This design comes from an exercise in tuning for a short achievable clock period and few clock cycles on the open sky130 flow, not from production work.
The RTL was checked by simulation tests, not by an equivalence proof against the original design.
No activity file was given, so power comes from the tool's default toggle rates.

==> inputs of run P <==
==> flow/design.v <==
module MIPS_MultiCycle(clk, reset, mem_addr, mem_we, mem_wdata, mem_rdata);
  input clk, reset;
  output wire [31:0] mem_addr;
  output wire mem_we;
  output wire [31:0] mem_wdata;
  input [31:0] mem_rdata;
  localparam BI = 5;               
  localparam NB = 1 << BI;
  localparam TW = 16 - 2 - BI;     
  reg [31:0] aq;         
  reg [31:0] ao;         
  reg        mcyc;       
  reg        mwe;        
  reg        mlw;        
  reg [31:0] wq;         
  reg        dv;         
  reg        ev;         
  reg        lrv;        
  reg        wpend;      
  reg [31:0] rfv;        
  reg [NB-1:0] bv;       
  reg        buv;        
  reg        seq;        
  reg [31:0] ras;        
  reg [4:0]  mrd;        
  reg [31:0] fpc;        
  reg [31:0] lrt;
  reg [31:0] ir;
  reg [31:0] pc_d;
  reg [31:0] pc4_d;      
  reg [13:0] pm1_d, pp1_d;   
  reg        pt_d;       
  reg [31:0] ptgt_d;     
  reg        hit_d;      
  reg [31:0] pc_e;
  reg [13:0] pm1_e, pp1_e;
  reg [31:0] a_e;           
  reg [31:0] b_e;           
  reg [31:0] s_e;           
  reg [4:0]  sa_e, sb_e;     
  reg        useimm_e;
  reg        op_and_e, op_or_e, op_add_e, op_sub_e, op_slt_e;
  reg        wr_e;
  reg [4:0]  rd_e;
  reg        back_e;         
  reg        lw_e, sw_e, br_e, bne_e, jal_e, jr_e, j_e;
  reg        pt_e;
  reg [31:0] ptgt_e;
  reg [31:0] fall_e;         
  reg [31:0] btgt_e;         
  reg [31:0] alt_e;          
  reg [31:0] chk_e;          
  reg        hit_e;
  reg [31:0] W;
  reg [4:0]  wtag;
  reg [31:0] rf [0:31];
  reg [TW-1:0] btag [0:NB-1];
  reg [1:0]    btyp [0:NB-1];    
  reg [13:0]   btgt [0:NB-1];
  reg [1:0]    bctr [0:NB-1];
  reg [2:0]    biter [0:NB-1];   
  reg [2:0]    btrip [0:NB-1];   
  reg          pq_hit;
  reg [1:0]    pq_typ;
  reg [1:0]    pq_ctr;
  reg [13:0]   pq_tgt;
  reg          pq_lexit;        
  reg [BI-1:0] bu_idx;
  reg [TW-1:0] bu_tag;
  reg [1:0]    bu_typ;
  reg [13:0]   bu_tgt;
  reg [1:0]    bu_ctr;
  reg [2:0]    bu_iter, bu_trip;
  reg          bu_wt;           
  reg          bu_inv;          
  assign mem_addr = ao;
  assign mem_we = mwe;
  assign mem_wdata = wq;
  wire [BI-1:0] lidx = aq[BI+1:2];
  wire l_bu = buv && (bu_idx == lidx);
  wire l_v = l_bu ? !bu_inv : bv[lidx];
  wire [TW-1:0] l_tag = l_bu ? bu_tag : btag[lidx];
  wire [1:0] l_typ = l_bu ? bu_typ : btyp[lidx];
  wire [1:0] l_ctr = l_bu ? bu_ctr : bctr[lidx];
  wire [13:0] l_tgt = (l_bu && bu_wt) ? bu_tgt : btgt[lidx];
  wire [2:0] l_iter = l_bu ? bu_iter : biter[lidx];
  wire [2:0] l_trip = l_bu ? bu_trip : btrip[lidx];
  wire l_hit = l_v && (l_tag == aq[15:BI+2]);
  wire f_hit = pq_hit && seq;
  wire f_pt = f_hit && (pq_typ != 2'd0 || (pq_ctr[1] && !pq_lexit));
  wire [31:0] f_ptgt = (pq_typ == 2'd2) ? ras : {aq[31:16], pq_tgt, 2'b00};
  wire [31:0] f_seq = aq + 32'd4;
  wire [31:0] f_next = f_pt ? f_ptgt : f_seq;
  wire [5:0] op = ir[31:26];
  wire [5:0] fn = ir[5:0];
  wire [4:0] rs = ir[25:21];
  wire [4:0] rt = ir[20:16];
  wire [4:0] rdf = ir[15:11];
  wire [31:0] sext = {{16{ir[15]}}, ir[15:0]};
  wire d_r    = op == 6'b000000;
  wire d_addi = op == 6'b001000;
  wire d_andi = op == 6'b001100;
  wire d_beq  = op == 6'b000100;
  wire d_bne  = op == 6'b000101;
  wire d_jr   = op == 6'b000001;
  wire d_jal  = op == 6'b000011;
  wire d_j    = op == 6'b000010;
  wire d_lw   = op == 6'b100011;
  wire d_sw   = !(d_r | d_addi | d_andi | d_beq | d_bne | d_jr | d_jal | d_j | d_lw);
  wire d_br   = d_beq | d_bne;
  wire [31:0] d_fall = pc4_d;
  wire [31:0] d_btgt = pc4_d + {sext[29:0], 2'b00};
  wire [31:0] d_jtgt = {pc4_d[31:28], ir[25:0], 2'b00};
  reg        d_pt;
  reg [31:0] d_ptgt;
  always @* begin
    d_pt = 1'b0;
    d_ptgt = d_fall;
    if (d_j) begin
      d_pt = 1'b1; d_ptgt = d_jtgt;
    end else if (d_br) begin
      if (pt_d) begin
        d_pt = 1'b1; d_ptgt = ptgt_d;
      end else if (!hit_d && ir[15]) begin
        d_pt = 1'b1; d_ptgt = d_btgt;
      end
    end else if (d_jal) begin
      d_pt = pt_d; d_ptgt = ptgt_d;
    end else if (d_jr) begin
      d_pt = 1'b1; d_ptgt = pt_d ? ptgt_d : ras;
    end
  end
  wire d_redirect = dv && ((d_j && (!pt_d || (d_jtgt != ptgt_d))) ||
                           (d_br && !pt_d && !hit_d && ir[15]) ||
                           (d_jr && !pt_d) ||
                           (!(d_j || d_br || d_jal || d_jr) && pt_d));
  wire [31:0] d_next = d_pt ? d_ptgt : d_fall;
  wire f_add = fn == 6'b100000;
  wire f_sub = fn == 6'b100010;
  wire f_or  = fn == 6'b100101;
  wire f_slt = fn == 6'b101010;
  wire [31:0] rf_rs = rfv[rs] ? rf[rs] : 32'd0;
  wire [31:0] rf_rt = rfv[rt] ? rf[rt] : 32'd0;
  wire [31:0] d_rs = (wpend && wtag == rs) ? W : rf_rs;
  wire [31:0] d_b = (wpend && wtag == rt) ? W : rf_rt;
  wire [31:0] d_a = d_jal ? d_b : d_rs;       
  wire [4:0] d_sa = d_jal ? rt : rs;
  wire [31:0] a_x = a_e;
  wire [31:0] b_x = b_e;
  wire [31:0] e_add = a_x + b_x;
  wire [31:0] e_sub = a_x - b_x;
  wire e_lt = a_x < b_x;
  wire [31:0] e_res = ({32{op_add_e}} & e_add) | ({32{op_sub_e}} & e_sub) |
                      ({32{op_and_e}} & (a_x & b_x)) | ({32{op_or_e}} & (a_x | b_x)) |
                      {31'd0, op_slt_e & e_lt} | ({32{jal_e}} & fall_e);
  wire e_eq = a_x == b_x;
  wire e_chk = a_x == chk_e;
  wire e_taken = bne_e ? !e_eq : e_eq;
  wire run = !mcyc;                   
  wire ex = run && ev;
  wire bok_e = ptgt_e == btgt_e;      
  wire e_brmis = ex && br_e && (pt_e ? (bok_e && !e_taken) : e_taken);
  wire e_brlate = ex && br_e && pt_e && !bok_e;      
  wire e_useadd = ex && (lw_e || sw_e || (jal_e && !pt_e));
  wire e_late = (ex && (jal_e || jr_e) && pt_e && !e_chk) || e_brlate;
  wire e_kill = e_brmis || (ex && jal_e && !pt_e) || e_late;    
  wire e_mem = ex && (lw_e || sw_e);
  wire e_wr = ex && wr_e;
  wire wr_now = mcyc ? mlw : (ex && wr_e);
  wire [4:0] wtag_now = mcyc ? mrd : rd_e;
  wire [31:0] wval_now = mcyc ? mem_rdata : e_res;
  wire [13:0] sw_w = aq[15:2];
  wire ov_e = ev && (sw_w == pc_e[15:2] || sw_w == pm1_e || sw_w == pp1_e);
  wire ov_d = dv && (sw_w == pc_d[15:2] || sw_w == pm1_d || sw_w == pp1_d);
  wire flush = mcyc && mwe && (ov_e || ov_d);
  wire [31:0] refetch = ev ? pc_e : pc_d;
  wire e_ctl = br_e || j_e || jal_e || jr_e;
  wire [BI-1:0] eidx = pm1_e[BI-1:0];
  wire [1:0] r_ctr = bctr[eidx];
  wire [2:0] r_iter = biter[eidx];
  wire [2:0] r_trip = btrip[eidx];
  wire r_hit = bv[eidx] && btag[eidx] == pm1_e[13:BI] && btyp[eidx] == 2'd0;
  wire [1:0] e_ctr_new = !r_hit ? (e_taken ? 2'd2 : 2'd1) :
                         e_taken ? (r_ctr == 2'd3 ? 2'd3 : r_ctr + 2'd1) :
                                   (r_ctr == 2'd0 ? 2'd0 : r_ctr - 2'd1);
  wire [2:0] e_iter_new = !e_taken ? 3'd0 : !r_hit ? 3'd1 : (r_iter == 3'd7 ? 3'd7 : r_iter + 3'd1);
  wire [2:0] e_trip_new = !r_hit ? (e_taken ? 3'd7 : 3'd0) : e_taken ? r_trip : r_iter;
  wire [31:0] e_jtgt = jal_e ? e_add : jr_e ? a_x : j_e ? ptgt_e : btgt_e;
  wire [31:0] nf = d_redirect ? d_next : f_next;
  always @(posedge clk or posedge reset) begin
    if (reset) begin
      aq <= 32'd0; ao <= 32'd0; mcyc <= 1'b0; mwe <= 1'b0; mlw <= 1'b0; wq <= 32'd0;
      dv <= 1'b0; ev <= 1'b0; lrv <= 1'b0; wpend <= 1'b0; rfv <= 32'd0;
      bv <= {NB{1'b0}}; buv <= 1'b0; ras <= 32'd0; seq <= 1'b0;
    end else begin
      wpend <= wr_now;
      if (wpend) rfv[wtag] <= 1'b1;
      if (dv && d_jal) ras <= d_fall;
      if (buv) begin
        if (bu_inv) bv[bu_idx] <= 1'b0;
        else bv[bu_idx] <= 1'b1;
      end
      buv <= ex && (e_ctl ? (r_hit || e_taken || !br_e || back_e) : hit_e);
      if (run) begin
        ev <= dv && !e_kill && !lrv;
        dv <= !e_kill && !d_redirect && !lrv;
        if (e_useadd) aq <= e_add;
        else if (e_brmis) aq <= alt_e;
        else if (lrv) aq <= lrt;
        else aq <= nf;
        if (e_brmis) ao <= alt_e;
        else if (e_useadd) ao <= e_add;
        else if (lrv) ao <= lrt;
        else ao <= nf;
        seq <= !(e_brmis || (ex && jal_e && !pt_e) || lrv || d_redirect || f_pt);
        lrv <= e_late;
        mcyc <= e_mem;
        mwe <= e_mem && sw_e;
        mlw <= e_mem && lw_e;
        wq <= s_e;
      end else begin
        mcyc <= 1'b0;
        mwe <= 1'b0;
        mlw <= 1'b0;
        if (flush) begin
          ev <= 1'b0;
          dv <= 1'b0;
          aq <= refetch;
          ao <= refetch;
          seq <= 1'b0;
        end else if (d_redirect) begin
          aq <= d_next;
          ao <= d_next;
          seq <= 1'b0;
        end else begin
          aq <= fpc;
          ao <= fpc;
        end
      end
    end
  end
  always @(posedge clk) begin
    if (wpend) rf[wtag] <= W;
    if (wr_now) begin
      W <= wval_now;
      wtag <= wtag_now;
    end
    if (buv) begin
      btag[bu_idx] <= bu_tag;
      btyp[bu_idx] <= bu_typ;
      bctr[bu_idx] <= bu_ctr;
      biter[bu_idx] <= bu_iter;
      btrip[bu_idx] <= bu_trip;
      if (bu_wt) btgt[bu_idx] <= bu_tgt;
    end
    bu_idx <= eidx;
    bu_tag <= pm1_e[13:BI];
    bu_typ <= jr_e ? 2'd2 : br_e ? 2'd0 : 2'd1;
    bu_tgt <= e_jtgt[15:2];
    bu_ctr <= e_ctr_new;
    bu_iter <= e_iter_new;
    bu_trip <= e_trip_new;
    bu_wt <= !br_e || e_taken;
    bu_inv <= !e_ctl;
    lrt <= br_e ? (e_taken ? btgt_e : fall_e) : jal_e ? e_add : a_x;
    if (run) begin
      pc_e <= pc_d;
      pm1_e <= pm1_d; pp1_e <= pp1_d;
      a_e <= d_jal ? ((e_wr && rd_e == rt) ? e_res : d_b) : ((e_wr && rd_e == rs) ? e_res : d_rs);
      b_e <= d_jal ? d_fall : (!d_r && !d_br) ? sext : (e_wr && rd_e == rt) ? e_res : d_b;
      s_e <= (e_wr && rd_e == rt) ? e_res : d_b;
      sa_e <= d_sa; sb_e <= rt;
      useimm_e <= !d_r && !d_br;
      op_add_e <= (d_r && f_add) || d_addi || d_lw || d_sw;
      op_sub_e <= d_r && f_sub;
      op_or_e  <= d_r && f_or;
      op_slt_e <= d_r && f_slt;
      op_and_e <= (d_r && !f_add && !f_sub && !f_or && !f_slt) || d_andi;
      wr_e <= d_r || d_addi || d_andi || d_jal;
      rd_e <= d_r ? rdf : rt;
      lw_e <= d_lw; sw_e <= d_sw; br_e <= d_br; bne_e <= d_bne;
      jal_e <= d_jal; jr_e <= d_jr; j_e <= d_j;
      pt_e <= d_pt; ptgt_e <= d_ptgt;
      fall_e <= d_fall; btgt_e <= d_btgt;
      chk_e <= d_jal ? (ptgt_d - pc4_d) : d_ptgt;
      alt_e <= d_pt ? d_fall : d_btgt;
      hit_e <= hit_d;
      back_e <= ir[15];
      ir <= mem_rdata;
      pq_hit <= l_hit;
      pq_typ <= l_typ;
      pq_ctr <= l_ctr;
      pq_tgt <= l_tgt;
      pq_lexit <= (l_trip != 3'd7) && (l_iter == l_trip);
      pc_d <= aq;
      pm1_d <= aq[15:2] - 14'd1;
      pp1_d <= aq[15:2] + 14'd1;
      pc4_d <= f_seq;
      pt_d <= f_pt; ptgt_d <= f_ptgt; hit_d <= f_hit;
      fpc <= nf;
      mrd <= rd_e;
    end else begin
      if (mlw && mrd == sa_e) a_e <= mem_rdata;
      if (mlw && mrd == sb_e && !useimm_e) b_e <= mem_rdata;
      if (mlw && mrd == sb_e) s_e <= mem_rdata;
      if (dv) begin
        pt_d <= d_pt; ptgt_d <= d_ptgt;
      end
    end
  end
endmodule
==> flow/flow/run.sh <==
#!/bin/bash
set -uo pipefail
bash standard.sh SETUP_SLACK_MARGIN=6.5 finish > standard.log 2>&1
==> flow/standard.sh <==
#!/bin/bash
# synth_recipe.tcl (not shown) runs the flow's synth.tcl, then flattens the netlist and writes it again
# the make line also repeats each setting of config.mk as NAME=value (left out here)
make -C /OpenROAD-flow-scripts/flow DESIGN_CONFIG=/design/flow/config.mk WORK_HOME=/design/flow/orfs CLKGATE_MAP_FILE= SYNTH_SCRIPT=/design/flow/synth_recipe.tcl "${@:-finish}"
==> flow/config.mk <==
export PLATFORM = sky130hd
export DESIGN_NAME = MIPS_MultiCycle
export DESIGN_NICKNAME = MIPS_MultiCycle
export VERILOG_FILES = /design/flow/design.v
export SDC_FILE = /design/flow/constraint.sdc
export NUM_CORES = 4
export LEC_CHECK = 0
export ABC_CLOCK_PERIOD_IN_PS = 3000
export CAP_MARGIN = 20
export CORE_MARGIN = 2
export CORE_UTILIZATION = 30
export SLEW_MARGIN = 20
==> flow/constraint.sdc <==
create_clock -name core_clock -period 10.0 [get_ports {clk}]
set_input_delay 2.0000 -clock core_clock [delete_from_list [all_inputs] [get_ports {clk}]]
set_output_delay 2.0000 -clock core_clock [all_outputs]
set_load 0.01 [all_outputs]
==> run K: changes against run P <==
==> flow/design.v, changed modules only <==
module MIPS_MultiCycle(clk, reset, mem_addr, mem_we, mem_wdata, mem_rdata);
  input clk, reset;
  output wire [31:0] mem_addr;
  output wire mem_we;
  output wire [31:0] mem_wdata;
  input [31:0] mem_rdata;
  localparam BI = 5;               
  localparam NB = 1 << BI;
  localparam TW = 16 - 2 - BI;     
  reg [31:0] aq;         
  reg        mcyc;       
  reg        mwe;        
  reg        mlw;        
  reg [31:0] wq;         
  reg        dv;         
  reg        ev;         
  reg        lrv;        
  reg        wpend;      
  reg [31:0] rfv;        
  reg [NB-1:0] bv;       
  reg        buv;        
  reg        seq;        
  reg [31:0] ras;        
  reg [4:0]  mrd;        
  reg [31:0] fpc;        
  reg [31:0] lrt;
  reg [31:0] ir;
  reg [31:0] pc_d;
  reg [31:0] pc4_d;      
  reg [13:0] pm1_d, pp1_d;   
  reg        pt_d;       
  reg [31:0] ptgt_d;     
  reg        hit_d;      
  reg [1:0]  ctr_d;
  reg [31:0] pc_e;
  reg [13:0] pm1_e, pp1_e;
  reg [31:0] a_e;           
  reg [31:0] b_e;           
  reg [31:0] s_e;           
  reg [4:0]  sa_e, sb_e;     
  reg        useimm_e;
  reg        op_and_e, op_or_e, op_add_e, op_sub_e, op_slt_e;
  reg        wr_e;
  reg [4:0]  rd_e;
  reg        lw_e, sw_e, br_e, bne_e, jal_e, jr_e, j_e;
  reg        pt_e;
  reg [31:0] ptgt_e;
  reg [31:0] fall_e;         
  reg [31:0] btgt_e;         
  reg        bok_e;          
  reg [31:0] alt_e;          
  reg [31:0] chk_e;          
  reg        hit_e;
  reg [1:0]  ctr_e;
  reg [31:0] W;
  reg [4:0]  wtag;
  reg [31:0] rf [0:31];
  reg [TW-1:0] btag [0:NB-1];
  reg [1:0]    btyp [0:NB-1];    
  reg [13:0]   btgt [0:NB-1];
  reg [1:0]    bctr [0:NB-1];
  reg          pq_hit;
  reg [1:0]    pq_typ;
  reg [1:0]    pq_ctr;
  reg [13:0]   pq_tgt;
  reg [BI-1:0] bu_idx;
  reg [TW-1:0] bu_tag;
  reg [1:0]    bu_typ;
  reg [13:0]   bu_tgt;
  reg [1:0]    bu_ctr;
  reg          bu_wt;           
  reg          bu_inv;          
  assign mem_addr = aq;
  assign mem_we = mwe;
  assign mem_wdata = wq;
  wire [BI-1:0] lidx = aq[BI+1:2];
  wire l_hit = bv[lidx] && (btag[lidx] == aq[15:BI+2]);
  wire f_hit = pq_hit && seq;
  wire [1:0] f_ctr = pq_ctr;
  wire f_pt = f_hit && (pq_typ != 2'd0 || pq_ctr[1]);
  wire [31:0] f_ptgt = (pq_typ == 2'd2) ? ras : {aq[31:16], pq_tgt, 2'b00};
  wire [31:0] f_seq = aq + 32'd4;
  wire [31:0] f_next = f_pt ? f_ptgt : f_seq;
  wire [5:0] op = ir[31:26];
  wire [5:0] fn = ir[5:0];
  wire [4:0] rs = ir[25:21];
  wire [4:0] rt = ir[20:16];
  wire [4:0] rdf = ir[15:11];
  wire [31:0] sext = {{16{ir[15]}}, ir[15:0]};
  wire d_r    = op == 6'b000000;
  wire d_addi = op == 6'b001000;
  wire d_andi = op == 6'b001100;
  wire d_beq  = op == 6'b000100;
  wire d_bne  = op == 6'b000101;
  wire d_jr   = op == 6'b000001;
  wire d_jal  = op == 6'b000011;
  wire d_j    = op == 6'b000010;
  wire d_lw   = op == 6'b100011;
  wire d_sw   = !(d_r | d_addi | d_andi | d_beq | d_bne | d_jr | d_jal | d_j | d_lw);
  wire d_br   = d_beq | d_bne;
  wire [31:0] d_fall = pc4_d;
  wire [31:0] d_btgt = pc4_d + {sext[29:0], 2'b00};
  wire [31:0] d_jtgt = {pc4_d[31:28], ir[25:0], 2'b00};
  reg        d_pt;
  reg [31:0] d_ptgt;
  always @* begin
    d_pt = 1'b0;
    d_ptgt = d_fall;
    if (d_j) begin
      d_pt = 1'b1; d_ptgt = d_jtgt;
    end else if (d_br) begin
      if (pt_d) begin
        d_pt = 1'b1; d_ptgt = ptgt_d;
      end else if (!hit_d && ir[15]) begin
        d_pt = 1'b1; d_ptgt = d_btgt;
      end
    end else if (d_jal) begin
      d_pt = pt_d; d_ptgt = ptgt_d;
    end else if (d_jr) begin
      d_pt = 1'b1; d_ptgt = pt_d ? ptgt_d : ras;
    end
  end
  wire d_redirect = dv && ((d_j && (!pt_d || (d_jtgt != ptgt_d))) ||
                           (d_br && !pt_d && !hit_d && ir[15]) ||
                           (d_jr && !pt_d) ||
                           (!(d_j || d_br || d_jal || d_jr) && pt_d));
  wire [31:0] d_next = d_pt ? d_ptgt : d_fall;
  wire f_add = fn == 6'b100000;
  wire f_sub = fn == 6'b100010;
  wire f_or  = fn == 6'b100101;
  wire f_slt = fn == 6'b101010;
  wire [31:0] rf_rs = rfv[rs] ? rf[rs] : 32'd0;
  wire [31:0] rf_rt = rfv[rt] ? rf[rt] : 32'd0;
  wire [31:0] d_rs = (wpend && wtag == rs) ? W : rf_rs;
  wire [31:0] d_b = (wpend && wtag == rt) ? W : rf_rt;
  wire [31:0] d_a = d_jal ? d_b : d_rs;       
  wire [4:0] d_sa = d_jal ? rt : rs;
  wire [31:0] a_x = a_e;
  wire [31:0] b_x = b_e;
  wire [31:0] e_add = a_x + b_x;
  wire [31:0] e_sub = a_x - b_x;
  wire e_lt = a_x < b_x;
  wire [31:0] e_res = ({32{op_add_e}} & e_add) | ({32{op_sub_e}} & e_sub) |
                      ({32{op_and_e}} & (a_x & b_x)) | ({32{op_or_e}} & (a_x | b_x)) |
                      {31'd0, op_slt_e & e_lt} | ({32{jal_e}} & fall_e);
  wire e_eq = a_x == b_x;
  wire e_chk = a_x == chk_e;
  wire e_taken = bne_e ? !e_eq : e_eq;
  wire run = !mcyc;                   
  wire ex = run && ev;
  wire e_brmis = ex && br_e && (pt_e ? (bok_e && !e_taken) : e_taken);
  wire e_brlate = ex && br_e && pt_e && !bok_e;      
  wire e_useadd = ex && (lw_e || sw_e || (jal_e && !pt_e));
  wire e_late = (ex && (jal_e || jr_e) && pt_e && !e_chk) || e_brlate;
  wire e_kill = e_brmis || (ex && jal_e && !pt_e) || e_late;    
  wire e_mem = ex && (lw_e || sw_e);
  wire e_wr = ex && wr_e;
  wire wr_now = mcyc ? mlw : (ex && wr_e);
  wire [4:0] wtag_now = mcyc ? mrd : rd_e;
  wire [31:0] wval_now = mcyc ? mem_rdata : e_res;
  wire [13:0] sw_w = aq[15:2];
  wire ov_e = ev && (sw_w == pc_e[15:2] || sw_w == pm1_e || sw_w == pp1_e);
  wire ov_d = dv && (sw_w == pc_d[15:2] || sw_w == pm1_d || sw_w == pp1_d);
  wire flush = mcyc && mwe && (ov_e || ov_d);
  wire [31:0] refetch = ev ? pc_e : pc_d;
  wire e_ctl = br_e || j_e || jal_e || jr_e;
  wire [1:0] e_ctr_new = !hit_e ? (e_taken ? 2'd2 : 2'd1) :
                         e_taken ? (ctr_e == 2'd3 ? 2'd3 : ctr_e + 2'd1) :
                                   (ctr_e == 2'd0 ? 2'd0 : ctr_e - 2'd1);
  wire [31:0] e_jtgt = jal_e ? e_add : jr_e ? a_x : j_e ? ptgt_e : btgt_e;
  wire [31:0] nf = d_redirect ? d_next : f_next;
  wire [15:0] pc_em4 = pc_e[15:0] - 16'd4;     
  always @(posedge clk or posedge reset) begin
    if (reset) begin
      aq <= 32'd0; mcyc <= 1'b0; mwe <= 1'b0; mlw <= 1'b0; wq <= 32'd0;
      dv <= 1'b0; ev <= 1'b0; lrv <= 1'b0; wpend <= 1'b0; rfv <= 32'd0;
      bv <= {NB{1'b0}}; buv <= 1'b0; ras <= 32'd0; seq <= 1'b0;
    end else begin
      wpend <= wr_now;
      if (wpend) rfv[wtag] <= 1'b1;
      if (dv && d_jal) ras <= d_fall;
      if (buv) begin
        if (bu_inv) bv[bu_idx] <= 1'b0;
        else bv[bu_idx] <= 1'b1;
      end
      buv <= ex && (e_ctl ? (hit_e || e_taken || !br_e) : hit_e);
      if (run) begin
        ev <= dv && !e_kill && !lrv;
        dv <= !e_kill && !d_redirect && !lrv;
        if (e_useadd) aq <= e_add;
        else if (e_brmis) aq <= alt_e;
        else if (lrv) aq <= lrt;
        else aq <= nf;
        seq <= !(e_brmis || (ex && jal_e && !pt_e) || lrv || d_redirect || f_pt);
        lrv <= e_late;
        mcyc <= e_mem;
        mwe <= e_mem && sw_e;
        mlw <= e_mem && lw_e;
        wq <= s_e;
      end else begin
        mcyc <= 1'b0;
        mwe <= 1'b0;
        mlw <= 1'b0;
        if (flush) begin
          ev <= 1'b0;
          dv <= 1'b0;
          aq <= refetch;
          seq <= 1'b0;
        end else if (d_redirect) begin
          aq <= d_next;
          seq <= 1'b0;
        end else aq <= fpc;
      end
    end
  end
  always @(posedge clk) begin
    if (wpend) rf[wtag] <= W;
    if (wr_now) begin
      W <= wval_now;
      wtag <= wtag_now;
    end
    if (buv) begin
      btag[bu_idx] <= bu_tag;
      btyp[bu_idx] <= bu_typ;
      bctr[bu_idx] <= bu_ctr;
      if (bu_wt) btgt[bu_idx] <= bu_tgt;
    end
    bu_idx <= pc_em4[BI+1:2];
    bu_tag <= pc_em4[15:BI+2];
    bu_typ <= jr_e ? 2'd2 : br_e ? 2'd0 : 2'd1;
    bu_tgt <= e_jtgt[15:2];
    bu_ctr <= e_ctr_new;
    bu_wt <= !br_e || e_taken;
    bu_inv <= !e_ctl;
    lrt <= br_e ? (e_taken ? btgt_e : fall_e) : jal_e ? e_add : a_x;
    if (run) begin
      pc_e <= pc_d;
      pm1_e <= pm1_d; pp1_e <= pp1_d;
      a_e <= d_jal ? ((e_wr && rd_e == rt) ? e_res : d_b) : ((e_wr && rd_e == rs) ? e_res : d_rs);
      b_e <= d_jal ? d_fall : (!d_r && !d_br) ? sext : (e_wr && rd_e == rt) ? e_res : d_b;
      s_e <= (e_wr && rd_e == rt) ? e_res : d_b;
      sa_e <= d_sa; sb_e <= rt;
      useimm_e <= !d_r && !d_br;
      op_add_e <= (d_r && f_add) || d_addi || d_lw || d_sw;
      op_sub_e <= d_r && f_sub;
      op_or_e  <= d_r && f_or;
      op_slt_e <= d_r && f_slt;
      op_and_e <= (d_r && !f_add && !f_sub && !f_or && !f_slt) || d_andi;
      wr_e <= d_r || d_addi || d_andi || d_jal;
      rd_e <= d_r ? rdf : rt;
      lw_e <= d_lw; sw_e <= d_sw; br_e <= d_br; bne_e <= d_bne;
      jal_e <= d_jal; jr_e <= d_jr; j_e <= d_j;
      pt_e <= d_pt; ptgt_e <= d_ptgt;
      fall_e <= d_fall; btgt_e <= d_btgt;
      chk_e <= d_jal ? (ptgt_d - pc4_d) : d_ptgt;
      bok_e <= !pt_d || (d_btgt == ptgt_d);
      alt_e <= d_pt ? d_fall : d_btgt;
      hit_e <= hit_d; ctr_e <= ctr_d;
      ir <= mem_rdata;
      pq_hit <= l_hit;
      pq_typ <= btyp[lidx];
      pq_ctr <= bctr[lidx];
      pq_tgt <= btgt[lidx];
      pc_d <= aq;
      pm1_d <= aq[15:2] - 14'd1;
      pp1_d <= aq[15:2] + 14'd1;
      pc4_d <= f_seq;
      pt_d <= f_pt; ptgt_d <= f_ptgt; hit_d <= f_hit; ctr_d <= f_ctr;
      fpc <= nf;
      mrd <= rd_e;
    end else begin
      if (mlw && mrd == sa_e) a_e <= mem_rdata;
      if (mlw && mrd == sb_e && !useimm_e) b_e <= mem_rdata;
      if (mlw && mrd == sb_e) s_e <= mem_rdata;
      if (dv) begin
        pt_d <= d_pt; ptgt_d <= d_ptgt;
      end
    end
  end
endmodule
==> flow/run.sh (new file) <==
#!/bin/bash
# synth_recipe.tcl (not shown) runs the flow's synth.tcl, then flattens the netlist and writes it again
# the make line also repeats each setting of config.mk as NAME=value (left out here)
make -C /OpenROAD-flow-scripts/flow DESIGN_CONFIG=/design/flow/config.mk WORK_HOME=/design/flow/orfs CLKGATE_MAP_FILE= SYNTH_SCRIPT=/design/flow/synth_recipe.tcl finish
- SETUP_SLACK_MARGIN: unset -> 5
removed: flow/flow/run.sh
removed: flow/standard.sh
==> notes.md <==
Global-route usage: run P is higher than run K (0.38 points). In run K the clock skew is lower than in run P, by 0.060 ns. Between run P and run K, the lower synthesized area is in run K (gap about 11%, measured against run K). Between run P and run K, the lower sequential power is in run K (gap about 9%, measured against run K). Against run P, the sequential share of layout area of run K is higher by 4.1 points.
==> figures <==
quantity                                                                   run P                    run K
Outcome                                                  complete, no violations  complete, no violations
Part of the total power dissipated in the clock network                    19.5%                    21.6%
EDFF count, synth                                                           2636                     2430
FF+latch area                                                        0.08618 mm²              0.07889 mm²
Filler cell count                                                          43870                    40560
Global-route wire length before repair                                  707.0 mm                 626.3 mm
Detailed Route WL                                                       519.6 mm                 450.6 mm
Overall power of the completed layout                                  0.06249 W                0.04989 W
M1 GR Usage                                                               27.55%                   26.86%
CP bufs+invs                                                                   5                        2
Worst vdd ir                                                           0.2705 mV                0.2361 mV
Testbench counts of run P, summed over its fixed seeds: cycles 278,507.
Testbench counts of run K, summed over its fixed seeds: cycles 284,229.

separate check: timing with driven ports:
Ports are ideal in the flow. The routed layouts listed here were re-timed in OpenROAD. Step 1 assumes that a clkbuf_16 drives the clock port and a buf_2 every other input. Step 2 times the ports against the registers' clock, not the clock port: input delays grow and output delays shrink by t, the midpoint of the rising clock arrivals with the driver on. a / b / c = ideal ports / drivers / drivers and shift; a / b = the first two.
| run | t, ns | setup WS [ns] | hold WS [ns] | worst slew at a driven data input, ns | pins driven straight from the clock port |
|---|---|---|---|---|---|
| run P | 1.006 | 6.134 / 6.079 / 5.657 | 0.444 / 0.444 / 0.444 | 0.24 | 1 |
| run K | 1.007 | 5.047 / 4.945 / 5.084 | 0.428 / 0.428 / 0.428 | 0.23 | 1 |
After both steps every run listed still meets setup and hold. The setup slack of run P, which loses most, moves by -0.055 ns with the drivers and by -0.477 ns with both steps.
